Context: an optimization exercise on an open-source flow, tuned for a short achievable clock period and few clock cycles. The choices shown serve that exercise and are no tape-out recipe.
No run shown here included a check of the RTL's function; only the layout flow was run.
No activity file was given, so power comes from the tool's default toggle rates.

--- design.v ---
`timescale 1ns / 1ps
module MIPS_DLX(
	input         clock,
	input         reset,
	input         enable,
	output [9:0]  imem_addr,
	input  [31:0] imem_data,
	output [9:0]  dmem_addr,
	output [31:0] dmem_wdata,
	output        dmem_we,
	input  [31:0] dmem_rdata
);
reg [9:0]  pc;
reg        e_we, e_load, e_store, e_br, e_bne, e_pred;
reg [4:0]  e_dst;
reg [9:0]  e_alt;
reg [9:0]  e_pc;
reg        e_hit, e_spred;
reg [1:0]  e_ctr;
reg        e_fa_ld, e_fa_res, e_fb_ld, e_fb_res, e_fc_ld, e_fc_res;
reg [31:0] e_a, e_b, e_c;         
reg [9:0]  e_imm;
reg        e_sub, e_arith, e_and, e_or, e_xor, e_nor, e_slt, e_sltu;
reg        e_sll, e_sr, e_sra, e_big;
reg        e_ek_addi, e_ek_andi, e_ek_slt, e_ek_sltu, e_ezk;
reg [31:0] e_negimm;
reg        m_we, m_load, m_store;
reg [4:0]  m_dst;
reg [31:0] m_res;
reg [9:0]  m_addr;
reg [31:0] m_wdata;
reg [31:0] rf [1:31];
wire [31:0] m_data = m_load ? dmem_rdata : m_res;
assign dmem_addr  = m_addr;
assign dmem_wdata = m_wdata;
assign dmem_we    = m_store & enable;
wire [31:0] a = ({32{e_fa_ld}} & dmem_rdata) | ({32{e_fa_res}} & m_res) | ({32{~(e_fa_ld | e_fa_res)}} & e_a);
wire [31:0] b = ({32{e_fb_ld}} & dmem_rdata) | ({32{e_fb_res}} & m_res) | ({32{~(e_fb_ld | e_fb_res)}} & e_b);
wire [31:0] c = ({32{e_fc_ld}} & dmem_rdata) | ({32{e_fc_res}} & m_res) | ({32{~(e_fc_ld | e_fc_res)}} & e_c);
wire [32:0] sum  = {1'b0, a} + {1'b0, c ^ {32{e_sub}}} + {32'd0, e_sub};
wire        lt   = (a[31] ^ c[31]) ? a[31] : sum[31];
wire        ltu  = ~sum[32];
wire [4:0]  sh   = c[4:0];
wire        big  = e_big & (|c[31:5]);
wire [31:0] shl  = a << sh;
wire [32:0] shr  = $signed({e_sra & a[31], a}) >>> sh;
wire [31:0] res_shl = big ? 32'd0 : shl;
wire [31:0] res_shr = big ? {32{e_sra & a[31]}} : shr[31:0];
wire [31:0] res = ({32{e_arith}} & sum[31:0])
                | ({32{e_and}}   & (a & c))
                | ({32{e_or}}    & (a | c))
                | ({32{e_xor}}   & (a ^ c))
                | ({32{e_nor}}   & ~(a | c))
                | {31'd0, (e_slt & lt) | (e_sltu & ltu)}
                | ({32{e_sll}}   & res_shl)
                | ({32{e_sr}}    & res_shr);
wire        taken      = (a == b) ^ e_bne;
wire        mispredict = e_br & (taken ^ e_pred);
wire [9:0]  addr       = a[9:0] + e_imm;
wire        ezero      = (e_ek_addi & (a == e_negimm)) | (e_ek_andi & ~|(a & c)) |
                         (e_ek_slt & ~lt) | (e_ek_sltu & ~ltu);
wire [31:0] ins   = imem_data;
wire [5:0]  op    = ins[31:26];
wire [4:0]  rs    = ins[25:21];
wire [4:0]  rt    = ins[20:16];
wire [4:0]  rd    = ins[15:11];
wire [5:0]  funct = ins[5:0];
wire is_r    = op == 6'b000000;
wire is_j    = op == 6'b000010;
wire is_beq  = op == 6'b000100;
wire is_bne  = op == 6'b000101;
wire is_addi = op == 6'b001000;
wire is_slti = op == 6'b001010;
wire is_andi = op == 6'b001100;
wire is_ori  = op == 6'b001101;
wire is_xori = op == 6'b001110;
wire is_lw   = op == 6'b100011;
wire is_sw   = op == 6'b101011;
wire is_imm  = is_addi | is_slti | is_andi | is_ori | is_xori;
wire is_br   = is_beq | is_bne;
wire [4:0] dst = is_r ? rd : rt;
wire       we  = (is_r | is_imm | is_lw) & (dst != 5'd0);
wire f_add  = is_r & (funct == 6'h20 || funct == 6'h21);
wire f_sub  = is_r & (funct == 6'h22 || funct == 6'h23);
wire f_or   = is_r & (funct == 6'h25);
wire f_xor  = is_r & (funct == 6'h26);
wire f_nor  = is_r & (funct == 6'h27);
wire f_slt  = is_r & (funct == 6'h2a);
wire f_sltu = is_r & (funct == 6'h2b);
wire f_sll  = is_r & (funct == 6'h00);
wire f_srl  = is_r & (funct == 6'h02);
wire f_sra  = is_r & (funct == 6'h03);
wire f_sllv = is_r & (funct == 6'h04);
wire f_srlv = is_r & (funct == 6'h06);
wire f_srav = is_r & (funct == 6'h07);
wire f_and  = is_r & ~(f_add | f_sub | f_or | f_xor | f_nor | f_slt | f_sltu |
                       f_sll | f_srl | f_sra | f_sllv | f_srlv | f_srav);
wire [31:0] imm = {{16{ins[15]}}, ins[15:0]};
wire [31:0] rf_a = (rs == 5'd0) ? 32'd0 : rf[rs];
wire [31:0] rf_b = (rt == 5'd0) ? 32'd0 : rf[rt];
wire        byp_a = m_we & (m_dst == rs);
wire        byp_b = m_we & (m_dst == rt);
wire [31:0] val_a = byp_a ? m_data : rf_a;
wire [31:0] val_b = byp_b ? m_data : rf_b;
wire fwd_a = e_we & (e_dst == rs);
wire fwd_b = e_we & (e_dst == rt);
wire same = rs == rt;
wire spred = is_beq ? (same | ins[15]) : ~same;
reg        bp_v   [0:31];
reg [4:0]  bp_tag [0:31];
reg [1:0]  bp_ctr [0:31];
wire [4:0] bp_i   = pc[4:0];
wire       bp_hit = bp_v[bp_i] & (bp_tag[bp_i] == pc[9:5]);
wire [1:0] bp_c   = bp_ctr[bp_i];
wire dpred = bp_hit ? bp_c[1] : spred;
wire [4:0] zr       = (rt == 5'd0) ? rs : rt;
wire       early_ok = is_br & ~same & ((rt == 5'd0) | (rs == 5'd0)) &
                      e_we & e_ezk & (e_dst == zr);
wire       pred     = early_ok ? (is_beq ? ezero : ~ezero) : dpred;
wire [9:0] pc1 = pc + 10'd1;
wire [9:0] tgt = pc + ins[9:0];
wire [9:0] f_next = is_j ? ins[9:0] : (is_br & pred) ? tgt : pc1;
assign imem_addr = pc;
always @(posedge clock) begin
	if (reset)
		pc <= 10'd0;
	else if (enable)
		pc <= mispredict ? e_alt : f_next;
end
wire kill = mispredict;
always @(posedge clock) begin
	if (reset) begin
		e_we <= 1'b0; e_load <= 1'b0; e_store <= 1'b0; e_br <= 1'b0;
	end else if (enable) begin
		e_we    <= we & ~kill;
		e_load  <= is_lw & ~kill;
		e_store <= is_sw & ~kill;
		e_br    <= is_br & ~kill;
	end
end
always @(posedge clock) begin
	if (enable) begin
		e_dst    <= dst;
		e_bne    <= is_bne;
		e_pred   <= pred;
		e_pc     <= pc;
		e_hit    <= bp_hit;
		e_spred  <= spred;
		e_ctr    <= bp_c;
		e_alt    <= pred ? pc1 : tgt;
		e_fa_ld  <= fwd_a & e_load;
		e_fa_res <= fwd_a & ~e_load;
		e_fb_ld  <= fwd_b & e_load;
		e_fb_res <= fwd_b & ~e_load;
		e_fc_ld  <= fwd_b & e_load & ~is_imm;
		e_fc_res <= fwd_b & ~e_load & ~is_imm;
		e_a      <= val_a;
		e_b      <= val_b;
		e_c      <= is_imm ? imm : val_b;
		e_imm    <= ins[9:0];
		e_sub    <= f_sub | f_slt | f_sltu | is_slti;
		e_arith  <= f_add | f_sub | is_addi;
		e_and    <= f_and | is_andi;
		e_or     <= f_or | is_ori;
		e_xor    <= f_xor | is_xori;
		e_nor    <= f_nor;
		e_slt    <= f_slt | is_slti;
		e_sltu   <= f_sltu;
		e_sll    <= f_sll | f_sllv;
		e_sr     <= f_srl | f_sra | f_srlv | f_srav;
		e_sra    <= f_sra | f_srav;
		e_big    <= f_sll | f_srl | f_sra;
		e_ek_addi <= is_addi;
		e_ek_andi <= is_andi;
		e_ek_slt  <= f_slt | is_slti;
		e_ek_sltu <= f_sltu;
		e_ezk     <= is_addi | is_andi | f_slt | is_slti | f_sltu;
		e_negimm  <= 32'd0 - imm;
	end
end
always @(posedge clock) begin
	if (reset) begin
		m_we <= 1'b0; m_load <= 1'b0; m_store <= 1'b0;
	end else if (enable) begin
		m_we    <= e_we;
		m_load  <= e_load;
		m_store <= e_store;
	end
end
always @(posedge clock) begin
	if (enable) begin
		m_dst   <= e_dst;
		m_res   <= res;
		m_addr  <= addr;
		m_wdata <= b;
	end
end
wire [1:0] ctr0  = e_hit ? e_ctr : (e_spred ? 2'b10 : 2'b01);
wire [1:0] ctr1  = taken ? ((ctr0 == 2'b11) ? 2'b11 : ctr0 + 2'b01)
                         : ((ctr0 == 2'b00) ? 2'b00 : ctr0 - 2'b01);
integer k;
always @(posedge clock) begin
	if (reset) begin
		for (k = 0; k < 32; k = k + 1) bp_v[k] <= 1'b0;
	end else if (enable && e_br) begin
		bp_v[e_pc[4:0]] <= 1'b1;
	end
end
always @(posedge clock) begin
	if (enable && e_br) begin
		bp_tag[e_pc[4:0]] <= e_pc[9:5];
		bp_ctr[e_pc[4:0]] <= ctr1;
	end
end
always @(posedge clock) begin
	if (enable && m_we)
		rf[m_dst] <= m_data;
end
endmodule
--- config.mk ---
export PLATFORM = sky130hd
export DESIGN_NAME = MIPS_DLX
export DESIGN_NICKNAME = MIPS_DLX
export VERILOG_FILES = /design/flow/design.v
export SDC_FILE = /design/flow/constraint.sdc
export NUM_CORES = 8
export LEC_CHECK = 0
export CAP_MARGIN = 20
export CORE_MARGIN = 2
export CORE_UTILIZATION = 40
export SETUP_SLACK_MARGIN = 5
export SLEW_MARGIN = 20
--- constraint.sdc ---
create_clock -name core_clock -period 10.0 [get_ports {clock}]
set_input_delay 2.0000 -clock core_clock [delete_from_list [all_inputs] [get_ports {clock}]]
set_output_delay 2.0000 -clock core_clock [all_outputs]
set_load 0.01 [all_outputs]
--- standard.sh ---
#!/bin/bash
# synth_recipe.tcl (not shown) runs the flow's synth.tcl, then flattens the netlist and writes it again
# the make line also repeats each setting of config.mk as NAME=value (left out here)
make -C /OpenROAD-flow-scripts/flow DESIGN_CONFIG=/design/flow/config.mk WORK_HOME=/design/flow/orfs CLKGATE_MAP_FILE= SYNTH_SCRIPT=/design/flow/synth_recipe.tcl "${@:-finish}"
--- flow/run.sh ---
#!/bin/bash
# Standard ORFS layout, with repair_timing asked for more setup slack than the default.
set -euo pipefail
bash standard.sh SETUP_SLACK_MARGIN=6 finish > standard.log 2>&1
==> results.toml, run 1 <==
[clock_tree]
clkTransAtPathRegs_ns = 0.06
htreeDepth = 4
cts_buffers = 164
clock_latency_ns = 0.84
cts_tree = "done"
cts_hold_buf = 0
clk_path_buf_depth = 3
clock-sinks = 1523
cts_root_buffer = "clkbuf_16"

[worst_setup_path]
rr_worst_depth = 17
reg2reg_slack_ns = 5.06
reg2reg_to = "pc[6]$_SDFFE_PP0P_"
cp-start-kind = "input pin"
reg2reg_from = "e_fa_ld$_DFFE_PP_"
cp.arrival_ns = 5.77
crit_fanout = 6
worstSetupEndpointType = "register"
crit_path_end = "pc[6]$_SDFFE_PP0P_"
cp.required_ns = 10.75
crit_start = "dmem_rdata[23]"
crit_type = "in -> reg"

[global_routing]
grt_max_degree = 143
grt_pass1_wl_mm = 391
overflow = 0
first_global_vias = 52310
groute.usage.overall = 0.275
antenna_found_initial = 15

[floorplanning]
die_y_um = 447
design.core.area_sq_um = 195000
io_pins = 120
dieWidth_um = 447
num_rows = 162
initial_core_util = 0.402
dieArea_sq_um = 200000

[yosys]
synthesis.nets = 5512
synth-seq-cells = 1523
synth_area_leaders = "edfxtp_1 (56%), mux4_2 (15%), mux2i_1 (4.6%)"
synthDominantCellAreaShare = 0.563
yosys_warnings = 1
async_flop_share = 0
yosys.area.top_type = "edfxtp_1"
synth_ff_type = "edfxtp_1"
avgSynthCellArea_sq_um = 14.7
syn_inst = 5323
netlist_area_sq_um = 78400
synth_common_cells = "edfxtp_1 (1,469), mux4_2 (535), nor2_1 (403)"
synth_cell_types = 89
yosysMostFrequentCell = "edfxtp_1"
synth_edf_count = 1469
yosysSeqAreaShare = 0.576

[power]
vdd_drop_max_mv = 0.179
powerDensity_nw_per_um2 = 172
p_leak_nw = 31.3

[timing]
rsz0062_at_grt = "yes"
timing.setup.tns_ns = 0
worst_slew_pin_slew_ns = 1.14
min_period_ns = 5.02
max_clock_freq_ghz = 0.199
setup_viol = 0
finalCritPeriodShare = 0.502
fin_skew_ns = 0.0832
setup_ws_ns = 4.98
slew-limit-headroom = 0.243
final-hold-violation-count = 0
finalMaxSlewViolations = 0
fin_hold_ws_ns = 0.461

[detailed_routing]
wl_met3_mm = 27.1
post-route-drc-count = 0
drt_iter0_drc = 6728
vias = 53605
via_per_inst = 6.41
route.met2.wl_mm = 129
drt-total-wl_mm = 279
highest_layer = "met5"
detail_route.wl_per_cell_um = 33.4
wl_met1_mm = 108
first_pass_iters = 7
drtAntennaViolNets = 0

[layout]
regArea_sq_um = 45200
stdcell_count = 8360
fillers = 16617
nets = 5795
area_growth_pct = 19.2
drive_gt1_frac = 0.306
multi_input_area_sq_um = 34000

[placement]
hpwl_mm = 169
dp.cells = 7799
place.gp.congestion = 0.947
pre_cts_ws_ns = 2.75
port_buffers = 119

[min_path]
whs_path_depth = 2
hold_class = "reg -> reg"

[flow_run]
maxCapViolations = 0

[status]
status = "no timing/DRC/antenna violations"
## what timing repair did
item                                    CTS  global route
pin swaps                               154            71
gates resized for setup                 674           116
setup buffers                           191            42
cloned                                   27             3
endpoints found under the setup margin  575           227
## metal layers
metal,GRT usage,vias up
li1,-,21995
met1,0.369,27836
met2,0.428,3125
met3,0.0591,641
met4,0.128,8
met5,0,-
## placed cells by master (no fill, tap or decap), types with 23 or more instances in the layout
master | synthesis | routed
edfxtp_1 | 1469 | 1469
mux4_2 | 535 | 535
nor2_1 | 403 | 358
mux2i_1 | 359 | 330
buf_4 | 4 | 272
nand2_1 | 285 | 252
a21oi_1 | 269 | 197
clkbuf_16 | 0 | 168
inv_1 | 132 | 124
a211oi_1 | 119 | 114
ha_1 | 119 | 96
xnor2_1 | 101 | 80
clkdlybuf4s50_1 | 0 | 74
a22o_1 | 74 | 73
o211ai_1 | 68 | 68
mux2_2 | 69 | 65
o21ai_0 | 97 | 64
a22oi_1 | 81 | 55
buf_6 | 9 | 55
dfxtp_1 | 54 | 45
nand3_1 | 43 | 40
or2_2 | 41 | 40
clkbuf_1 | 233 | 40
o22ai_1 | 40 | 39
a21oi_2 | 0 | 38
nor2_4 | 0 | 36
a221oi_1 | 41 | 36
a21oi_4 | 0 | 35
nor3b_1 | 36 | 34
xor2_1 | 35 | 33
clkinv_1 | 5 | 31
clkinv_2 | 0 | 26
a22oi_2 | 0 | 26
nand4_1 | 26 | 26
or3b_2 | 25 | 25
nor3_1 | 28 | 25
nand2_2 | 0 | 23
o21ai_2 | 0 | 23
## where the power goes
group	internal [mW]	switching [mW]	total [mW]
Clock	3.20	2.59	5.79
Sequential	7.21	0.107	7.32
Combinational	1.23	1.79	3.02
Total	11.6	4.49	16.1
## final cells by class
class | instances | area share
antenna | 5 | 0.000134
clock buffer | 208 | 0.0462
clock inverter | 83 | 0.00739
inverter | 140 | 0.00629
multi-input combinational | 3276 | 0.364
sequential | 1523 | 0.484
tap | 2624 | 0.0351
timing repair buffer | 499 | 0.0570
timing repair inverter | 2 | 0.000187
## flip-flops by register name, summed over array words and instances (netlist names), 2 cells and up, named ones only
register / cells
bp_v: 32
e_alt: 10
e_negimm: 16
m_addr: 10
e_b: 32
m_dst: 5
e_dst: 5
e_c: 32
e_a: 32
e_pc: 10
bp_ctr: 64
m_wdata: 32
pc: 10
e_imm: 10
bp_tag: 160
e_ctr: 2
m_res: 32
rf: 992
## logic make-up (layout without fill, tap and decap cells)
kind of cell | count (synthesis) | in the layout | synth area share
adders and majority gates | 122 | 122 | 0.0198
AOI/OAI and AO/OA | 987 | 990 | 0.0868
muxes | 963 | 963 | 0.209
other | 0 | 5 | 0
buffers and inverters | 529 | 932 | 0.0272
and+or+nand+nor | 1062 | 1064 | 0.0648
DFF | 1523 | 1523 | 0.576
xor gates and xnor gates | 137 | 137 | 0.0155
## worst min-delay path by stage
stage                               startpoint                    to
after CTS                 e_store$_SDFFE_PP0P_  e_store$_SDFFE_PP0P_
after floorplan               bp_v[12]$_DFF_P_      bp_v[12]$_DFF_P_
after global placement        bp_v[18]$_DFF_P_      bp_v[18]$_DFF_P_
after detailed placement      bp_v[25]$_DFF_P_      bp_v[25]$_DFF_P_
final                     e_store$_SDFFE_PP0P_  e_store$_SDFFE_PP0P_
after global routing          bp_v[22]$_DFF_P_      bp_v[22]$_DFF_P_
## worst max-delay path: stages
cell      delay [ns]
buf_2           0.12
a22o_1          0.23
a21oi_4         0.20
xnor2_2         0.17
ha_4            0.27
a21oi_4         0.16
o211ai_1        0.17
a311oi_2        0.36
o31ai_4         0.16
o31a_1          0.29
o211a_4         0.26
or4_4           0.57
a31oi_4         0.28
buf_12          0.17
mux2i_2         0.22
o21a_1          0.13
## per-stage QoR
step                utilization  total power, mW  cell area (sq um)
global route              0.480             16.6              93500
global placement          0.426             9.81              82900
finish                    0.480             16.1              93500
CTS                       0.475             16.0              92500
floorplan                     -             8.94              79400
detailed placement        0.426             9.81              82900
==> inputs of run 2 (changes only) <==
==> run.sh (new file) <==
#!/bin/bash
# synth_recipe.tcl (not shown) runs the flow's synth.tcl, then flattens the netlist and writes it again
# the make line also repeats each setting of config.mk as NAME=value (left out here)
make -C /OpenROAD-flow-scripts/flow DESIGN_CONFIG=/design/flow/config.mk WORK_HOME=/design/flow/orfs CLKGATE_MAP_FILE= SYNTH_SCRIPT=/design/flow/synth_recipe.tcl finish
removed: flow/run.sh
removed: standard.sh
==> run 2 against run 1 <==
Against the previous run: still clean on timing, DRC and antenna; via count shrank 1.9%; cell count decreased by 1.6%; synthesized cell count is the same; clock power is 3% higher; cell area shrank 3.5%; non-clock buffer count is 140 lower.
==> results.toml, run 2 <==
[detailed_routing]
drt_iter0_drc = 7061
detail_route.wl_per_cell_um = 32.9
first_pass_iters = 6
drtAntennaViolNets = 0
vias = 52596
drt-total-wl_mm = 270
via_per_inst = 6.39
post-route-drc-count = 0

[worst_setup_path]
cp-start-kind = "input pin"
cp.arrival_ns = 5.77
crit_cells = 17
reg2reg_slack_ns = 5.08
path_delay_family = "simple AND/OR/NAND/NOR gates"
worstSetupEndpointType = "register"
worstPathCellList = "clkdlybuf4s50_1 > a22o_1 > a21oi_1 > buf_4 > inv_1 > ha_1 > nor4_4 > nand4_1 > or4_1 > o22ai_1 > a31oi_1 > o31ai_1 > or4_4 > a31oi_4 > clkbuf_16 > nor4_1 > nor3_2"
crit_fanout = 6
path_buf_inv = 4
reg2reg_from = "e_fc_ld$_DFFE_PP_"
crit_slowest_cell = "clkdlybuf4s50_1"
crit_type = "in -> reg"
crit_start = "dmem_rdata[31]"
slowest_delay_ns = 0.56
rr_worst_depth = 19
cp.required_ns = 10.67

[placement]
place.gp.congestion = 0.993
hpwl_mm = 168
port_buffers = 119
pre_cts_ws_ns = 2.85

[layout]
final_util = 0.463
drive_gt1_frac = 0.253
nets = 5649
fillers = 16772
layout.cells.most_common = "edfxtp_1"
area_growth_pct = 15.1
final_cell_mix = "edfxtp_1 (1,469), mux4_2 (535), nor2_1 (365)"
largest_register_ffs = 992
top_register = "rf"

[power]
clockPowerShare = 0.372
swShare = 0.272
powerDensity_nw_per_um2 = 177
pwr-share-comb = 0.169
pwr-share-seq = 0.459
power.internal_mw = 11.6
p_sw_mw = 4.34
vdd_drop_max_mv = 0.182
p_leak_nw = 30.0
p_total_mw = 16.0

[global_routing]
grt_max_degree = 114
antenna_found_initial = 16
grt_pass1_wl_mm = 380
overflow = 0
groute.usage.overall = 0.266
first_global_vias = 50874

[timing]
setup_viol = 0
fin_skew_ns = 0.0374
worst_slew_pin_slew_ns = 1.14
fin_hold_ws_ns = 0.468
final-hold-violation-count = 0
setup_ws_ns = 4.90
finalMaxSlewViolations = 0
finalCritPeriodShare = 0.510
min_period_ns = 5.10
timing.setup.tns_ns = 0
slew-limit-headroom = 0.219
max_clock_freq_ghz = 0.196
rsz0062_at_grt = "yes"

[yosys]
yosys.area.top_type = "edfxtp_1"
synthesis.nets = 5512
synth_common_cells = "edfxtp_1 (1,469), mux4_2 (535), nor2_1 (403)"
synth_cell_types = 89
synth-seq-cells = 1523
synth_area_leaders = "edfxtp_1 (56%), mux4_2 (15%), mux2i_1 (4.6%)"
synth_ff_type = "edfxtp_1"
synth_edf_count = 1469
async_flop_share = 0
yosysMostFrequentCell = "edfxtp_1"
syn_inst = 5323
synthDominantCellAreaShare = 0.563
yosys_warnings = 1
avgSynthCellArea_sq_um = 14.7
netlist_area_sq_um = 78400
yosysSeqAreaShare = 0.576

[clock_tree]
clock-sinks = 1523
clock_latency_ns = 0.82
clk_path_buf_depth = 3
cts_tree = "done"
clkTransAtPathRegs_ns = 0.06
cts_buffers = 161
htreeDepth = 4
cts_root_buffer = "clkbuf_16"

[floorplanning]
design.core.area_sq_um = 195000
die_y_um = 447
io_pins = 120
dieArea_sq_um = 200000
num_rows = 162
dieWidth_um = 447
initial_core_util = 0.402

[status]
status = "no timing/DRC/antenna violations"

[min_path]
hold_class = "reg -> reg"

[flow_run]
maxCapViolations = 0
-- run 2: logic make-up after synthesis --
logic type | count (synthesis) | synth area share
and+or+nand+nor | 1062 | 0.0648
DFF | 1523 | 0.576
xor gates and xnor gates | 137 | 0.0155
adders and majority gates | 122 | 0.0198
AOI/OAI and AO/OA | 987 | 0.0868
buffers and inverters | 529 | 0.0272
muxes | 963 | 0.209
-- run 2: per-layer routing --
layer  track usage  up-vias  part of all wire
met5             0        -           0.00021
met4         0.123        8             0.051
met3        0.0495      602             0.092
met2         0.416     2883              0.46
met1         0.362    27407              0.40
li1              -    21696                 -
-- run 2: through the flow --
step / area (sq um) / instances
6_report: 90200 / 8226
2_1_floorplan: 78600 / 5323
4_1_cts: 89600 / 8190
5_1_grt: 90200 / 8223
3_5_place_dp: 82600 / 7798
3_3_place_gp: 82600 / 7798
-- run 2: power by group through the flow --
stage / clock, mW / sequential (mW) / combinational (mW)
2_1_floorplan: 0 / 7.39 / 1.51
3_3_place_gp: 0 / 7.44 / 2.35
3_5_place_dp: 0 / 7.44 / 2.35
4_1_cts: 6.02 / 7.32 / 2.56
5_1_grt: 6.27 / 7.32 / 2.83
6_report: 5.94 / 7.32 / 2.70
-- run 2: worst min path at each step --
stage                                     from                    to  slack, ns  depth (start not counted)
final                          bp_v[8]$_DFF_P_       bp_v[8]$_DFF_P_       0.47                          2
after global routing      e_store$_SDFFE_PP0P_  e_store$_SDFFE_PP0P_       0.48                          2
after CTS                 e_store$_SDFFE_PP0P_  e_store$_SDFFE_PP0P_       0.47                          2
after detailed placement      bp_v[18]$_DFF_P_      bp_v[18]$_DFF_P_       0.46                          2
after global placement        bp_v[14]$_DFF_P_      bp_v[14]$_DFF_P_       0.44                          2
after floorplan           e_store$_SDFFE_PP0P_  e_store$_SDFFE_PP0P_       0.43                          2
-- run 2: timing repair --
action	in CTS	in global routing
pin swaps	67	48
gates resized for setup	279	75
hold buffers	0	0
endpoints found under the setup margin	131	74
cloned	9	1
buffers inserted	88	22
-- run 2: final cells by class --
type / count / area (sq um) / share of cell area
tap: 2624 / 3280 / 0.0364
multi-input combinational: 3271 / 32700 / 0.362
timing repair buffer: 359 / 3270 / 0.0363
antenna: 10 / 25.0 / 0.000277
clock inverter: 91 / 913 / 0.0101
inverter: 140 / 577 / 0.00639
sequential: 1523 / 45200 / 0.501
clock buffer: 204 / 4260 / 0.0473
timing repair inverter: 4 / 32.5 / 0.000361
-- run 2: tightest hold or removal path, stage by stage, from the launching register on --
cell and delay [ns]:
dfxtp_1 0.32, nor2_1 0.05, nor2_1 0.07
==> inputs of run 3 (changes only) <==
--- a/design.v
+++ b/design.v
@@ -13,7 +13,7 @@
 reg [9:0]  pc;
 reg        e_we, e_load, e_store, e_br, e_bne, e_pred;
 reg [4:0]  e_dst;
-reg [9:0]  e_alt;
+reg [9:0]  e_pc1, e_tgt;
 reg [9:0]  e_pc;
 reg        e_hit, e_spred;
 reg [1:0]  e_ctr;
@@ -34,10 +34,34 @@
 assign dmem_addr  = m_addr;
 assign dmem_wdata = m_wdata;
 assign dmem_we    = m_store & enable;
-wire [31:0] a = ({32{e_fa_ld}} & dmem_rdata) | ({32{e_fa_res}} & m_res) | ({32{~(e_fa_ld | e_fa_res)}} & e_a);
-wire [31:0] b = ({32{e_fb_ld}} & dmem_rdata) | ({32{e_fb_res}} & m_res) | ({32{~(e_fb_ld | e_fb_res)}} & e_b);
-wire [31:0] c = ({32{e_fc_ld}} & dmem_rdata) | ({32{e_fc_res}} & m_res) | ({32{~(e_fc_ld | e_fc_res)}} & e_c);
-wire [32:0] sum  = {1'b0, a} + {1'b0, c ^ {32{e_sub}}} + {32'd0, e_sub};
+wire [31:0] a_r = e_fa_res ? m_res : e_a;
+wire [31:0] b_r = e_fb_res ? m_res : e_b;
+wire [31:0] c_r = e_fc_res ? m_res : e_c;
+wire [31:0] a = e_fa_ld ? dmem_rdata : a_r;
+wire [31:0] b = e_fb_ld ? dmem_rdata : b_r;
+wire [31:0] c = e_fc_ld ? dmem_rdata : c_r;
+function [32:0] ks_add;
+	input [31:0] x, y;
+	input        cin;
+	reg [31:0] p, g, gg, pp, gn, pn;
+	integer i, d;
+	begin
+		p = x ^ y;
+		g = x & y;
+		gg = g; gg[0] = g[0] | (p[0] & cin);
+		pp = p;
+		for (d = 1; d < 32; d = d * 2) begin
+			gn = gg; pn = pp;
+			for (i = d; i < 32; i = i + 1) begin
+				gn[i] = gg[i] | (pp[i] & gg[i-d]);
+				pn[i] = pp[i] & pp[i-d];
+			end
+			gg = gn; pp = pn;
+		end
+		ks_add = {gg[31], p ^ {gg[30:0], cin}};
+	end
+endfunction
+wire [32:0] sum  = ks_add(a, c ^ {32{e_sub}}, e_sub);
 wire        lt   = (a[31] ^ c[31]) ? a[31] : sum[31];
 wire        ltu  = ~sum[32];
 wire [4:0]  sh   = c[4:0];
@@ -119,13 +143,13 @@
 wire       pred     = early_ok ? (is_beq ? ezero : ~ezero) : dpred;
 wire [9:0] pc1 = pc + 10'd1;
 wire [9:0] tgt = pc + ins[9:0];
-wire [9:0] f_next = is_j ? ins[9:0] : (is_br & pred) ? tgt : pc1;
+wire [9:0] f_next = (is_br & pred) ? tgt : (is_j ? ins[9:0] : pc1);
 assign imem_addr = pc;
 always @(posedge clock) begin
 	if (reset)
 		pc <= 10'd0;
 	else if (enable)
-		pc <= mispredict ? e_alt : f_next;
+		pc <= mispredict ? (e_pred ? e_pc1 : e_tgt) : f_next;
 end
 wire kill = mispredict;
 always @(posedge clock) begin
@@ -147,7 +171,8 @@
 		e_hit    <= bp_hit;
 		e_spred  <= spred;
 		e_ctr    <= bp_c;
-		e_alt    <= pred ? pc1 : tgt;
+		e_pc1    <= pc1;
+		e_tgt    <= tgt;
 		e_fa_ld  <= fwd_a & e_load;
 		e_fa_res <= fwd_a & ~e_load;
 		e_fb_ld  <= fwd_b & e_load;
==> flow/run.sh (new file) <==
#!/bin/bash
# Standard ORFS layout, with repair_timing asked for more setup slack than the default.
set -euo pipefail
bash standard.sh SETUP_SLACK_MARGIN=6 finish > standard.log 2>&1
==> standard.sh (new file) <==
#!/bin/bash
# synth_recipe.tcl (not shown) runs the flow's synth.tcl, then flattens the netlist and writes it again
# the make line also repeats each setting of config.mk as NAME=value (left out here)
make -C /OpenROAD-flow-scripts/flow DESIGN_CONFIG=/design/flow/config.mk WORK_HOME=/design/flow/orfs CLKGATE_MAP_FILE= SYNTH_SCRIPT=/design/flow/synth_recipe.tcl "${@:-finish}"
--- a/config.mk
+++ b/config.mk
@@ -8,5 +8,4 @@
 export CAP_MARGIN = 20
 export CORE_MARGIN = 2
 export CORE_UTILIZATION = 40
-export SETUP_SLACK_MARGIN = 5
 export SLEW_MARGIN = 20
removed: run.sh
==> run 3 against run 2 <==
Against the previous run: still clean; clock power grew 3%; sequential power about the same; core utilization grew 1.4 points; cell count increased by 1.7%; sequential cell count increased by 10; register-to-register slack better by 0.41 ns; sequential share of layout area decreased by 1.7 points; global-route usage rose by 0.75 points; synthesized cell count rose by 0.11%; synthesized area increased by 0.70%; routed wire length rose by 3.8%; largest power group unchanged; highest routed layer is now met4.
==> results.toml, run 3 <==
[yosys]
synthDominantCellAreaShare = 0.563
netlist_area_sq_um = 78900
yosys_warnings = 1
synth-seq-cells = 1533
avgSynthCellArea_sq_um = 14.8
yosys.area.top_type = "edfxtp_1"
synth_cell_types = 95
yosysMostFrequentCell = "edfxtp_1"
synth_area_leaders = "edfxtp_1 (56%), mux4_2 (15%), mux2i_1 (5.2%)"
synthesis.nets = 5519
synth_edf_count = 1479
synth_ff_type = "edfxtp_1"
syn_inst = 5329
async_flop_share = 0
synth_common_cells = "edfxtp_1 (1,479), mux4_2 (527), mux2i_1 (410)"
yosysSeqAreaShare = 0.576

[power]
pwr-share-comb = 0.182
swShare = 0.277
p_leak_nw = 31.4
power.internal_mw = 11.9
powerDensity_nw_per_um2 = 175
clockPowerShare = 0.372
p_sw_mw = 4.55
pwr-share-seq = 0.446
vdd_drop_max_mv = 0.159
p_total_mw = 16.4

[detailed_routing]
drtAntennaViolNets = 0
post-route-drc-count = 0
drt-total-wl_mm = 281
wl_met1_mm = 110
wl_met3_mm = 23.5
highest_layer = "met4"
vias = 52966
detail_route.wl_per_cell_um = 33.5
drt_iter0_drc = 6776
route.met2.wl_mm = 135
first_pass_iters = 5
via_per_inst = 6.33

[min_path]
hp-start = "bp_v[31]$_DFF_P_"
hold_class = "reg -> reg"
whs_path_depth = 2
hold_end = "bp_v[31]$_DFF_P_"

[timing]
setup_viol = 0
max_clock_freq_ghz = 0.218
finalMaxSlewViolations = 0
min_period_ns = 4.59
worst_slew_pin_slew_ns = 1.15
finalCritPeriodShare = 0.459
rsz0062_at_grt = "yes"
slew-limit-headroom = 0.212
fin_skew_ns = 0.0561
timing.setup.tns_ns = 0
final-hold-violation-count = 0

[worst_setup_path]
rr_worst_depth = 16
worstSetupEndpointType = "register"
cp-start-kind = "input pin"
crit_start = "dmem_rdata[6]"
reg2reg_slack_ns = 5.49
crit_fanout = 5
cp.required_ns = 10.74
reg2reg_from = "e_fa_res$_DFFE_PP_"
crit_type = "in -> reg"
cp.arrival_ns = 5.33

[placement]
dpl-instance-area_sq_um = 83400
hpwl_mm = 168
dp.cells = 7828
place.gp.congestion = 0.940
port_buffers = 119

[layout]
final_cell_mix = "edfxtp_1 (1,479), mux4_2 (527), nand2_1 (372)"
area_growth_pct = 19.1
layout.cells.most_common = "edfxtp_1"
fin_area_sq_um = 94000
nets = 5775
drive_gt1_frac = 0.301
top_register = "rf"
stdcell_count = 8368
largest_register_ffs = 992
fillers = 16811

[global_routing]
first_global_vias = 51644
grt_max_degree = 68
overflow = 0
groute.usage.overall = 0.274
antenna_found_initial = 26
grt_pass1_wl_mm = 391

[floorplanning]
initial_core_util = 0.401
io_pins = 120
die_y_um = 448
dieWidth_um = 448
num_rows = 163
design.core.area_sq_um = 197000
dieArea_sq_um = 201000

[clock_tree]
clock-sinks = 1533
cts_root_buffer = "clkbuf_16"
htreeDepth = 4
cts_tree = "done"
clkTransAtPathRegs_ns = 0.06
cts_buffers = 165
clk_path_buf_depth = 3
clock_latency_ns = 0.87

[status]
status = "no timing/DRC/antenna violations"

[flow_run]
maxCapViolations = 0
run 3: power by group through the flow:
| stage | Combinational [mW] | Sequential (mW) | Clock [mW] |
|---|---|---|---|
| 3_5_place_dp | 2.38 | 7.48 | 0 |
| 2_1_floorplan | 1.58 | 7.43 | 0 |
| 6_report | 2.99 | 7.34 | 6.11 |
| 4_1_cts | 2.81 | 7.35 | 6.18 |
| 5_1_grt | 3.13 | 7.35 | 6.44 |
| 3_3_place_gp | 2.38 | 7.48 | 0 |
run 3: final cells by class:
class	instances	area, sq um	area share
Multi-Input combinational cell	3270	34000	0.362
Clock buffer	220	4410	0.0469
Tap cell	2640	3300	0.0351
Clock inverter	79	968	0.0103
Inverter	153	637	0.00677
Timing Repair Buffer	462	5120	0.0545
Antenna cell	11	27.5	0.000293
Sequential cell	1533	45500	0.484
run 3: metal layers:
metal / GRT usage / vias up
li1: - / 21855
met1: 0.366 / 27746
met2: 0.448 / 2762
met3: 0.0431 / 603
met4: 0.110 / 0
met5: 0 / -
run 3: critical path, stage by stage:
cell and delay [ns]:
clkdlybuf4s15_2 0.25, mux2i_4 0.25, xnor2_1 0.22, ha_4 0.27
and3_4 0.17, and4_4 0.20, a32oi_4 0.32, o21a_1 0.25
mux2_4 0.33, o2111ai_4 0.16, a311oi_2 0.18, buf_4 0.21
or2_4 0.29, o311ai_4 0.22
run 3: worst max-delay path by stage:
| stage | to | slack (ns) |
|---|---|---|
| final | register | 5.41 |
| after global routing | register | 5.35 |
| after global placement | register | 2.52 |
| after detailed placement | pc[5]$_SDFFE_PP0P_ | 2.54 |
| after CTS | register | 5.43 |
| after floorplan | register | 4.88 |
run 3: cells by family (layout without fill, tap and decap cells):
group,count (synthesis),count (layout),synth area share
AOI/OAI and AO/OA,872,873,0.0739
xor gates and xnor gates,166,166,0.0186
adders and majority gates,124,124,0.0199
buffers and inverters,531,914,0.0278
DFF,1533,1533,0.576
muxes,1098,1101,0.227
other,0,11,0
and+or+nand+nor,1005,1006,0.0568
run 3: timing repair:
action | in CTS | in global routing
buffers inserted | 138 | 54
setup endpoints to repair | 246 | 452
pin swaps | 94 | 65
gates cloned | 25 | 8
resized for setup | 624 | 153
hold buffers | 0 | 0
run 3: per-stage QoR:
| stage | worst slack, ns | util | hold slack (ns) |
|---|---|---|---|
| after floorplan | 4.88 | - | 0.435 |
| after global placement | 2.52 | 0.424 | 0.443 |
| after detailed placement | 2.54 | 0.424 | 0.455 |
| after CTS | 5.43 | 0.471 | 0.470 |
| after global routing | 5.35 | 0.478 | 0.492 |
| final | 5.41 | 0.478 | 0.463 |
==> inputs of run 4 (changes only) <==
--- a/config.mk
+++ b/config.mk
@@ -5,6 +5,7 @@
 export SDC_FILE = /design/flow/constraint.sdc
 export NUM_CORES = 8
 export LEC_CHECK = 0
+export ABC_CLOCK_PERIOD_IN_PS = 3000
 export CAP_MARGIN = 20
 export CORE_MARGIN = 2
 export CORE_UTILIZATION = 40
==> run 4 against run 3 <==
Against the previous run: non-clock buffer count is the same; clock power is essentially flat; via count is the same; critical path depth is the same; combinational power is essentially flat; routed wire length is the same; clock skew is the same; power is the same; critical path type unchanged; worst hold slack is the same; largest cell class unchanged; fmax is the same; register-to-register slack is essentially flat; global-route usage is the same.
==> results.toml, run 4 <==
[status]
status = "no timing/DRC/antenna violations"

[layout]
drive_gt1_frac = 0.301
regArea_sq_um = 45500
multi_input_area_sq_um = 34000
area_growth_pct = 19.1
fillers = 16811
largest_register_ffs = 992
top_register = "rf"
final_cell_mix = "edfxtp_1 (1,479), mux4_2 (527), nand2_1 (372)"
layout.cells.most_common = "edfxtp_1"
nets = 5775

[detailed_routing]
via_per_inst = 6.33
detail_route.wl_per_cell_um = 33.5
drtAntennaViolNets = 0
post-route-drc-count = 0
drt-total-wl_mm = 281
drt_iter0_drc = 6776
first_pass_iters = 5
vias = 52966

[floorplanning]
die_y_um = 448
dieArea_sq_um = 201000
initial_core_util = 0.401
num_rows = 163
dieWidth_um = 448
design.core.area_sq_um = 197000
io_pins = 120

[flow_run]
maxCapViolations = 0

[power]
p_sw_mw = 4.55
clockPowerShare = 0.372
power.internal_mw = 11.9
vdd_drop_max_mv = 0.159
p_leak_nw = 31.4
pwr-share-comb = 0.182
powerDensity_nw_per_um2 = 175
swShare = 0.277
pwr-share-seq = 0.446

[worst_setup_path]
cp.required_ns = 10.74
cp.arrival_ns = 5.33
worstPathCellList = "clkdlybuf4s15_2 > mux2i_4 > xnor2_1 > ha_4 > and3_4 > and4_4 > a32oi_4 > o21a_1 > mux2_4 > o2111ai_4 > a311oi_2 > buf_4 > or2_4 > o311ai_4"
slowest_delay_ns = 0.33
crit_type = "in -> reg"
rr_worst_depth = 16
path_delay_family = "compound AO/OA/AOI/OAI gates"
cp-start-kind = "input pin"
crit_fanout = 5
path_buf_inv = 2
worstSetupEndpointType = "register"
crit_cells = 14
crit_slowest_cell = "mux2_4"

[global_routing]
overflow = 0
grt_pass1_wl_mm = 391
grt_max_degree = 68
first_global_vias = 51644
groute.usage.overall = 0.274
antenna_found_initial = 26

[timing]
fin_skew_ns = 0.0561
finalCritPeriodShare = 0.459
setup_viol = 0
min_period_ns = 4.59
final-hold-violation-count = 0
max_clock_freq_ghz = 0.218
finalMaxSlewViolations = 0
slew-limit-headroom = 0.212
worst_slew_pin_slew_ns = 1.15
fin_hold_ws_ns = 0.463
timing.setup.tns_ns = 0
rsz0062_at_grt = "yes"

[yosys]
synth_edf_count = 1479
synthesis.nets = 5519
synth_area_leaders = "edfxtp_1 (56%), mux4_2 (15%), mux2i_1 (5.2%)"
async_flop_share = 0
synth_common_cells = "edfxtp_1 (1,479), mux4_2 (527), mux2i_1 (410)"
synth_cell_types = 95
yosysMostFrequentCell = "edfxtp_1"
synthDominantCellAreaShare = 0.563
yosysSeqAreaShare = 0.576
yosys.area.top_type = "edfxtp_1"
yosys_warnings = 1
syn_inst = 5329
avgSynthCellArea_sq_um = 14.8
synth_ff_type = "edfxtp_1"
netlist_area_sq_um = 78900
synth-seq-cells = 1533

[clock_tree]
cts_tree = "done"
htreeDepth = 4
cts_buffers = 165
clk_path_buf_depth = 3
clock_latency_ns = 0.87
cts_hold_buf = 0
clock-sinks = 1533
clkTransAtPathRegs_ns = 0.06
cts_root_buffer = "clkbuf_16"

[placement]
port_buffers = 119
place.gp.congestion = 0.940
hpwl_mm = 168

[min_path]
whs_path_depth = 2
hold_class = "reg -> reg"
run 4: cell counts after synthesis:
No cell type changed its count.
run 4: logic make-up (layout without fill, tap and decap cells):
kind of cell,count (synthesis),in the layout,synth area share
flops,1533,1533,0.576
mux,1098,1101,0.227
simple gates,1005,1006,0.0568
compound gates,872,873,0.0739
buf+inv,531,914,0.0278
xor+xnor,166,166,0.0186
fa+ha+maj,124,124,0.0199
other cells,0,11,0
run 4: repair_timing:
item | in CTS | in global routing
setup endpoints to repair | 246 | 452
pin swaps | 94 | 65
resized for setup | 624 | 153
setup buffers | 138 | 54
cloned | 25 | 8
run 4: tightest hold or removal path: cells and delay by family, from the launching register on:
family	cells	cell delay (ns)
flip-flops	1	0.32
AND/OR/NAND/NOR	2	0.10
run 4: final timing paths:
kind	from	end	slack, ns
setup / recovery	dmem_rdata[6]	register	5.41
hold / removal	bp_v[31]$_DFF_P_	bp_v[31]$_DFF_P_	0.46
setup reg to reg	e_fa_res$_DFFE_PP_	register	5.49
hold reg to reg	bp_v[31]$_DFF_P_	bp_v[31]$_DFF_P_	0.46
run 4: through the flow:
stage	power [mW]	instances	util	area [sq um]	setup slack [ns]
final	16.4	8368	0.478	94000	5.41
after global routing	16.9	8364	0.478	94000	5.35
after CTS	16.3	8290	0.471	92700	5.43
after detailed placement	9.85	7828	0.424	83400	2.54
after global placement	9.85	7828	0.424	83400	2.52
after floorplan	9.01	5329	-	80100	4.88
run 4: power by group through the flow:
stage / Clock [mW] / Sequential [mW] / Combinational (mW)
after floorplan: 0 / 7.43 / 1.58
after global placement: 0 / 7.48 / 2.38
after detailed placement: 0 / 7.48 / 2.38
after CTS: 6.18 / 7.35 / 2.81
after global routing: 6.44 / 7.35 / 3.13
final: 6.11 / 7.34 / 2.99
run 4: cell type report:
type,instances,share of cell area
clock buffers,220,0.0469
inverters,153,0.00677
clock inverters,79,0.0103
diodes,11,0.000293
flip-flops and latches,1533,0.484
multi-input cells,3270,0.362
well taps,2640,0.0351
repair buffers,462,0.0545
run 4: per-layer routing:
layer  global-route usage  share of wire  up-vias
met1                0.366           0.39    27746
met5                    0              0        -
met3               0.0431          0.084      603
li1                     -              -    21855
met2                0.448           0.48     2762
met4                0.110          0.046        0
==> inputs of run 5 (changes only) <==
--- a/design.v
+++ b/design.v
@@ -130,12 +130,12 @@
 wire fwd_b = e_we & (e_dst == rt);
 wire same = rs == rt;
 wire spred = is_beq ? (same | ins[15]) : ~same;
-reg        bp_v   [0:31];
-reg [4:0]  bp_tag [0:31];
-reg [1:0]  bp_ctr [0:31];
+reg [31:0]  bp_v;
+reg [159:0] bp_tag;
+reg [63:0]  bp_ctr;
 wire [4:0] bp_i   = pc[4:0];
-wire       bp_hit = bp_v[bp_i] & (bp_tag[bp_i] == pc[9:5]);
-wire [1:0] bp_c   = bp_ctr[bp_i];
+wire       bp_hit = bp_v[bp_i] & (bp_tag[bp_i*5 +: 5] == pc[9:5]);
+wire [1:0] bp_c   = bp_ctr[bp_i*2 +: 2];
 wire dpred = bp_hit ? bp_c[1] : spred;
 wire [4:0] zr       = (rt == 5'd0) ? rs : rt;
 wire       early_ok = is_br & ~same & ((rt == 5'd0) | (rs == 5'd0)) &
@@ -223,18 +223,17 @@
 wire [1:0] ctr0  = e_hit ? e_ctr : (e_spred ? 2'b10 : 2'b01);
 wire [1:0] ctr1  = taken ? ((ctr0 == 2'b11) ? 2'b11 : ctr0 + 2'b01)
                          : ((ctr0 == 2'b00) ? 2'b00 : ctr0 - 2'b01);
-integer k;
 always @(posedge clock) begin
 	if (reset) begin
-		for (k = 0; k < 32; k = k + 1) bp_v[k] <= 1'b0;
+		bp_v <= 32'd0;
 	end else if (enable && e_br) begin
 		bp_v[e_pc[4:0]] <= 1'b1;
 	end
 end
 always @(posedge clock) begin
 	if (enable && e_br) begin
-		bp_tag[e_pc[4:0]] <= e_pc[9:5];
-		bp_ctr[e_pc[4:0]] <= ctr1;
+		bp_tag[e_pc[4:0]*5 +: 5] <= e_pc[9:5];
+		bp_ctr[e_pc[4:0]*2 +: 2] <= ctr1;
 	end
 end
 always @(posedge clock) begin
==> flow/run.sh (replaced) <==
#!/bin/bash
# Standard ORFS layout with two changes: Yosys maps adders as plain logic
# (no full/half-adder cells), and repair_timing aims for more setup slack.
set -euo pipefail
bash standard.sh ADDER_MAP_FILE= SETUP_SLACK_MARGIN=6 finish > standard.log 2>&1
--- a/config.mk
+++ b/config.mk
@@ -5,7 +5,6 @@
 export SDC_FILE = /design/flow/constraint.sdc
 export NUM_CORES = 8
 export LEC_CHECK = 0
-export ABC_CLOCK_PERIOD_IN_PS = 3000
 export CAP_MARGIN = 20
 export CORE_MARGIN = 2
 export CORE_UTILIZATION = 40
==> run 5 against run 4 <==
Against the previous run: critical path type unchanged; fmax fell by 3.9%; still clean on timing, DRC and antenna; global-route usage rose by 0.70 points; register-to-register slack got worse by 0.21 ns.
==> results.toml, run 5 <==
[worst_setup_path]
cp.required_ns = 10.69
crit_cells = 18
cp.arrival_ns = 5.47
crit_type = "in -> reg"
crit_path_end = "pc[0]$_SDFFE_PP0P_"
worstSetupEndpointType = "register"
crit_top_cell = "buf_12"
reg2reg_from = "e_sub$_DFFE_PP_"
crit_fanout = 16
rr_worst_depth = 16
reg2reg_to = "pc[0]$_SDFFE_PP0P_"
reg2reg_slack_ns = 5.28
path_delay_family = "compound AO/OA/AOI/OAI gates"
cp-start-kind = "input pin"
path_buf_inv = 3
crit_start = "dmem_rdata[3]"
crit_slowest_cell = "mux2i_4"
worstPathCellList = "buf_12 > nand2_2 > o21ai_4 > buf_12 > a211oi_1 > a211oi_2 > buf_4 > nand4_1 > o211ai_4 > a21oi_2 > and2_4 > a31o_4 > a31oi_4 > mux2i_4 > and4b_2 > a211o_4 > mux2i_1 > o311ai_1"
slowest_delay_ns = 0.41

[detailed_routing]
via_per_inst = 6.47
first_pass_iters = 6
vias = 59584
highest_layer = "met5"
route.met2.wl_mm = 138
post-route-drc-count = 0
drtAntennaViolNets = 0
drt_iter0_drc = 8388
wl_met3_mm = 28.2
drt-total-wl_mm = 298
detail_route.wl_per_cell_um = 32.4
wl_met1_mm = 116

[layout]
layout.cells.most_common = "edfxtp_1"
regArea_sq_um = 45400
area_growth_pct = 19.9
nets = 6464
drive_gt1_frac = 0.295
top_register = "rf"
multi_input_area_sq_um = 36800
largest_register_ffs = 992
fillers = 17376
final_cell_mix = "edfxtp_1 (1,479), nand2_1 (594), mux4_2 (490)"
stdcell_count = 9210

[min_path]
whs_path_depth = 2
hold_class = "reg -> reg"

[timing]
finalCritPeriodShare = 0.478
fin_hold_ws_ns = 0.466
max_clock_freq_ghz = 0.209
worst_slew_pin_slew_ns = 1.08
timing.setup.tns_ns = 0
slew-limit-headroom = 0.259
min_period_ns = 4.78
finalMaxSlewViolations = 0
fin_skew_ns = 0.0688
final-hold-violation-count = 0
setup_viol = 0
rsz0062_at_grt = "yes"

[yosys]
synth-seq-cells = 1528
synthXorXnorAreaFrac = 0.0255
synth-simple-area-share = 0.0739
syn_inst = 6110
yosysSeqAreaShare = 0.557
synth_mux_area_frac = 0.211
avgSynthCellArea_sq_um = 13.3
synth_cell_types = 97
synth_common_cells = "edfxtp_1 (1,479), nand2_1 (629), mux4_2 (490)"
synth_top_family_by_area = "multiplexers"
synthesis.nets = 6177
synth_area_leaders = "edfxtp_1 (55%), mux4_2 (14%), mux2i_1 (4.6%)"
synthDominantCellAreaShare = 0.545
netlist_area_sq_um = 81400
yosys.area.top_type = "edfxtp_1"
synth_compound_area_frac = 0.101
async_flop_share = 0
yosysMostFrequentCell = "edfxtp_1"
synth_ff_type = "edfxtp_1"
synth_edf_count = 1479
synthAdderAreaFrac = 0.00413
yosys_warnings = 1

[global_routing]
antenna_found_initial = 34
grt_max_degree = 161
first_global_vias = 57003
groute.usage.overall = 0.281
grt_pass1_wl_mm = 420
overflow = 0

[floorplanning]
io_pins = 120
num_rows = 165
die_y_um = 455
dieArea_sq_um = 207000
design.core.area_sq_um = 202000
initial_core_util = 0.403
dieWidth_um = 455

[placement]
place.gp.congestion = 0.959
dp.cells = 8587
port_buffers = 119
hpwl_mm = 178

[clock_tree]
clock_latency_ns = 0.85
htreeDepth = 4
cts_buffers = 165
clock-sinks = 1528
clkTransAtPathRegs_ns = 0.06
clk_path_buf_depth = 3
cts_root_buffer = "clkbuf_16"
cts_tree = "done"
cts_hold_buf = 0

[power]
p_leak_nw = 32.5
vdd_drop_max_mv = 0.189
powerDensity_nw_per_um2 = 167

[flow_run]
maxCapViolations = 0

[status]
status = "no timing/DRC/antenna violations"
==> run 5: cell count changes in the layout (fill, tap and decap cells not counted), moves of 87 or more <==
| cell | before | now |
|---|---|---|
| xnor2_1 | 79 | 166 |
| ha_1 | 92 | 0 |
| nand2_1 | 372 | 594 |
| a21oi_1 | 165 | 299 |
| o21ai_0 | 112 | 234 |
| nor2_1 | 272 | 371 |
==> run 5: layout make-up <==
class                           instances  area share
Antenna cell                            9    0.000231
Clock buffer                          220      0.0452
Clock inverter                         79     0.00850
Inverter                               74     0.00315
Multi-Input combinational cell       4034       0.377
Sequential cell                      1528       0.465
Tap cell                             2672      0.0342
Timing Repair Buffer                  594      0.0663
==> run 5: worst min path at each step <==
| stage | from | end | slack (ns) |
|---|---|---|---|
| 2_1_floorplan | bp_v[10]$_SDFFE_PP0P_ | bp_v[10]$_SDFFE_PP0P_ | 0.43 |
| 3_3_place_gp | bp_v[25]$_SDFFE_PP0P_ | bp_v[25]$_SDFFE_PP0P_ | 0.44 |
| 3_5_place_dp | bp_v[31]$_SDFFE_PP0P_ | bp_v[31]$_SDFFE_PP0P_ | 0.45 |
| 4_1_cts | bp_v[31]$_SDFFE_PP0P_ | bp_v[31]$_SDFFE_PP0P_ | 0.47 |
| 5_1_grt | bp_v[18]$_SDFFE_PP0P_ | bp_v[18]$_SDFFE_PP0P_ | 0.49 |
| 6_report | bp_v[31]$_SDFFE_PP0P_ | bp_v[31]$_SDFFE_PP0P_ | 0.47 |
==> run 5: cell families (layout without fill, tap and decap cells) <==
group                      Yosys count  in the layout
xor gates and xnor gates           236            236
adders and majority gates           32             32
muxes                             1067           1067
other                                0              9
and+or+nand+nor                   1403           1403
AOI/OAI and AO/OA                 1295           1296
buffers and inverters              549            967
DFF                               1528           1528
==> run 5: power breakdown <==
group | internal (mW) | switching [mW] | leakage [nW]
logic | 1.22 | 1.83 | 16.2
registers | 7.19 | 0.0863 | 13.7
clock network | 3.36 | 2.65 | 2.53
total | 11.8 | 4.57 | 32.5
==> run 5: through the flow <==
stage	area [sq um]	total power, mW	worst slack (ns)	utilization
floorplan	82400	8.96	4.75	-
CTS	96200	16.2	5.30	0.475
global placement	85900	9.79	2.83	0.425
global route	97600	16.8	5.14	0.483
finish	97600	16.3	5.22	0.483
detailed placement	86000	9.80	2.86	0.425
==> run 5: per-layer routing <==
| metal | track usage | up-vias |
|---|---|---|
| met5 | 0 | - |
| met4 | 0.138 | 8 |
| met3 | 0.0513 | 798 |
| met2 | 0.440 | 3556 |
| met1 | 0.377 | 30564 |
| li1 | - | 24658 |
==> run 5: timing repair <==
item                                    in CTS  in global routing
pin swaps                                  142                101
resized for setup                          795                198
buffers inserted                           219                 65
endpoints found under the setup margin     439                174
cloned                                      27                  4
==> run 5: tightest hold or removal path: cells and delay by family, from the launching register on <==
family | cells | cell delay (ns)
and+or+nand+nor | 1 | 0.07
AOI/OAI and AO/OA | 1 | 0.04
DFF | 1 | 0.32
==> inputs of run 6 (changes only) <==
--- a/design.v
+++ b/design.v
@@ -22,7 +22,7 @@
 reg [9:0]  e_imm;
 reg        e_sub, e_arith, e_and, e_or, e_xor, e_nor, e_slt, e_sltu;
 reg        e_sll, e_sr, e_sra, e_big;
-reg        e_ek_addi, e_ek_andi, e_ek_slt, e_ek_sltu, e_ezk;
+reg        e_ek_addi, e_ek_andi, e_ezk;
 reg [31:0] e_negimm;
 reg        m_we, m_load, m_store;
 reg [4:0]  m_dst;
@@ -81,8 +81,7 @@
 wire        taken      = (a == b) ^ e_bne;
 wire        mispredict = e_br & (taken ^ e_pred);
 wire [9:0]  addr       = a[9:0] + e_imm;
-wire        ezero      = (e_ek_addi & (a == e_negimm)) | (e_ek_andi & ~|(a & c)) |
-                         (e_ek_slt & ~lt) | (e_ek_sltu & ~ltu);
+wire        ezero      = (e_ek_addi & (a == e_negimm)) | (e_ek_andi & ~|(a & c));
 wire [31:0] ins   = imem_data;
 wire [5:0]  op    = ins[31:26];
 wire [4:0]  rs    = ins[25:21];
@@ -197,9 +196,7 @@
 		e_big    <= f_sll | f_srl | f_sra;
 		e_ek_addi <= is_addi;
 		e_ek_andi <= is_andi;
-		e_ek_slt  <= f_slt | is_slti;
-		e_ek_sltu <= f_sltu;
-		e_ezk     <= is_addi | is_andi | f_slt | is_slti | f_sltu;
+		e_ezk     <= is_addi | is_andi;
 		e_negimm  <= 32'd0 - imm;
 	end
 end
==> run 6 against run 5 <==
Against the previous run: routed wire length increased by 2.2%; sequential share of layout area fell by 0.41 points; still clean on timing, DRC and antenna; synthesized area fell by 0.18%; register-to-register slack improved by 0.15 ns.
==> results.toml, run 6 <==
[status]
status = "no timing/DRC/antenna violations"

[clock_tree]
cts_root_buffer = "clkbuf_16"
htreeDepth = 4
cts_hold_buf = 0
clkTransAtPathRegs_ns = 0.06
clock-sinks = 1528
cts_buffers = 169
clock_latency_ns = 0.85
clk_path_buf_depth = 3
cts_tree = "done"

[worst_setup_path]
cp.required_ns = 10.55
worstSetupEndpointType = "register"
crit_slowest_cell = "or3_4"
crit_fanout = 3
cp.arrival_ns = 5.33
cp-start-kind = "input pin"
crit_type = "in -> reg"
slowest_delay_ns = 0.44
worstPathCellList = "buf_12 > buf_4 > buf_6 > buf_6 > nand2b_4 > buf_6 > buf_6 > o211ai_1 > o211ai_1 > o22ai_4 > o2111ai_2 > o211ai_1 > buf_4 > a2111oi_4 > or3_4 > or3_4 > nand3_4 > xnor2_2 > a221o_1"
crit_top_cell = "buf_6"

[global_routing]
antenna_found_initial = 38
first_global_vias = 57384
groute.usage.overall = 0.287
grt_pass1_wl_mm = 426
overflow = 0
grt_max_degree = 167

[floorplanning]
initial_core_util = 0.402
die_y_um = 455
io_pins = 120
dieWidth_um = 455
dieArea_sq_um = 207000
num_rows = 165
design.core.area_sq_um = 202000

[yosys]
syn_inst = 6112
synthesis.nets = 6179
netlist_area_sq_um = 81300
synth_common_cells = "edfxtp_1 (1,479), nand2_1 (573), mux4_2 (488)"
synthDominantCellAreaShare = 0.546
synth_ff_type = "edfxtp_1"
synth_cell_types = 84
yosysSeqAreaShare = 0.558
yosys_warnings = 1
avgSynthCellArea_sq_um = 13.3
synth-seq-cells = 1528
async_flop_share = 0
yosysMostFrequentCell = "edfxtp_1"
yosys.area.top_type = "edfxtp_1"
synth_edf_count = 1479
synth_area_leaders = "edfxtp_1 (55%), mux4_2 (14%), mux2i_1 (5.2%)"

[layout]
stdcell_count = 9220
nets = 6454
final_cell_mix = "edfxtp_1 (1,479), nand2_1 (529), mux4_2 (488)"
largest_register_ffs = 992
layout.cells.most_common = "edfxtp_1"
fin_area_sq_um = 98500
area_growth_pct = 21.1
top_register = "rf"
drive_gt1_frac = 0.303
final_util = 0.487

[flow_run]
maxCapViolations = 0

[detailed_routing]
vias = 60173
drtAntennaViolNets = 0
post-route-drc-count = 0
drt-total-wl_mm = 305
via_per_inst = 6.53
detail_route.wl_per_cell_um = 33.1
first_pass_iters = 8
drt_iter0_drc = 8371

[timing]
final-hold-violation-count = 0
worst_slew_pin_slew_ns = 1.26
finalCritPeriodShare = 0.478
finalMaxSlewViolations = 0
setup_ws_ns = 5.22
setup_viol = 0
timing.setup.tns_ns = 0
fin_skew_ns = 0.0570
min_period_ns = 4.78
rsz0062_at_grt = "yes"
max_clock_freq_ghz = 0.209
slew-limit-headroom = 0.154

[placement]
port_buffers = 119
dp.cells = 8563
place.gp.congestion = 0.972
dpl-instance-area_sq_um = 86100
pre_cts_ws_ns = 3.35
hpwl_mm = 181

[power]
powerDensity_nw_per_um2 = 168
pwr-share-comb = 0.180
clockPowerShare = 0.380
power.internal_mw = 12.0
pwr-share-seq = 0.439
p_sw_mw = 4.61
p_leak_nw = 32.9
swShare = 0.278
vdd_drop_max_mv = 0.206

[min_path]
hold_class = "reg -> reg"
==> run 6: cell count changes in the layout (fill, tap and decap cells not counted), moves of 13 or more <==
cell / before / now
o21ai_1: 87 / 64
diode_2: 9 / 23
o22ai_1: 31 / 67
mux2i_1: 367 / 400
clkbuf_1: 48 / 32
o221ai_1: 22 / 6
clkinv_2: 18 / 36
nor3_1: 49 / 62
nand2_1: 594 / 529
o21ai_2: 60 / 77
==> run 6: routing by layer <==
| metal | GRT usage | wire length (um) |
|---|---|---|
| met1 | 0.384 | 116000 |
| met2 | 0.446 | 140000 |
| met3 | 0.0607 | 32600 |
| met4 | 0.135 | 16000 |
| met5 | 0 | 6 |
==> run 6: logic make-up after synthesis <==
| group | synth area share |
|---|---|
| compound gates | 0.101 |
| xor+xnor | 0.0249 |
| fa+ha+maj | 0.00332 |
| buf+inv | 0.0268 |
| flops | 0.558 |
| mux | 0.214 |
| simple gates | 0.0709 |
==> run 6: worst max-delay path: cells and delay by family <==
kind | cells | cell delay [ns]
buf+inv | 7 | 0.87
xor+xnor | 1 | 0.08
compound gates | 7 | 1.24
simple gates | 4 | 1.13
==> run 6: per-stage QoR <==
step	power, mW	hold WS (ns)
floorplan	8.94	0.431
global placement	9.77	0.442
detailed placement	9.77	0.451
CTS	16.5	0.469
global route	17.0	0.499
finish	16.6	0.466
==> run 6: final timing paths <==
path,start,end,slack (ns),depth (start not counted)
max,dmem_rdata[0],m_res[31]$_DFFE_PP_,5.22,19
min reg2reg,bp_v[18]$_SDFFE_PP0P_,bp_v[18]$_SDFFE_PP0P_,0.47,2
min,bp_v[18]$_SDFFE_PP0P_,bp_v[18]$_SDFFE_PP0P_,0.47,2
max reg2reg,e_fa_res$_DFFE_PP_,m_addr[9]$_DFFE_PP_,5.43,13
==> run 6: power by group through the flow <==
stage	logic (mW)	registers, mW	clock network [mW]
3_5_place_dp	2.35	7.42	0
5_1_grt	3.12	7.28	6.61
2_1_floorplan	1.58	7.36	0
3_3_place_gp	2.35	7.42	0
4_1_cts	2.80	7.28	6.37
6_report	2.99	7.28	6.30
==> run 6: layout make-up <==
| cell class | instances | area (sq um) |
|---|---|---|
| multi-input combinational | 4024 | 37200 |
| timing repair buffer | 587 | 6660 |
| inverter | 77 | 319 |
| fill | 17201 | 104000 |
| clock buffer | 205 | 4430 |
| tap | 2672 | 3340 |
| sequential | 1528 | 45400 |
| clock inverter | 104 | 1090 |
| antenna | 23 | 57.6 |
==> run 6: repair_timing <==
item	4_1_cts	5_1_grt
gates resized for setup	771	211
pin swaps	143	126
cloned	34	8
setup buffers	235	47
endpoints found under the setup margin	1212	320

[what the ideal ports hide]
The results above use ideal ports. As a check the final layouts listed here were re-extracted and re-timed, cells and wires unchanged.
Step 1 (the two cells are an assumption about what drives the block):
set clk [get_ports {clock}]
set_driving_cell -lib_cell sky130_fd_sc_hd__clkbuf_16 $clk
set_driving_cell -lib_cell sky130_fd_sc_hd__buf_2 [delete_from_list [all_inputs] $clk]
Step 2 times the ports against the registers' clock, not the clock port: input delays grow and output delays shrink by t, the midpoint of the rising clock arrivals with the driver on.
Three values: ideal, step 1, step 2; two values: the first two.
run	t, ns	setup slack, ns	worst setup path at the end
run 1	0.885	4.977 / 4.985 / 4.100	input to register
run 2	0.893	4.901 / 4.915 / 4.052	input to register
run 3	0.920	5.405 / 5.313 / 4.393	input to register
run 4	0.920	5.405 / 5.313 / 4.393	input to register
run 5	0.899	5.219 / 5.108 / 4.210	input to register
run 6	0.907	5.217 / 5.165 / 4.258	input to register
After both steps setup and hold are still met in every run listed.
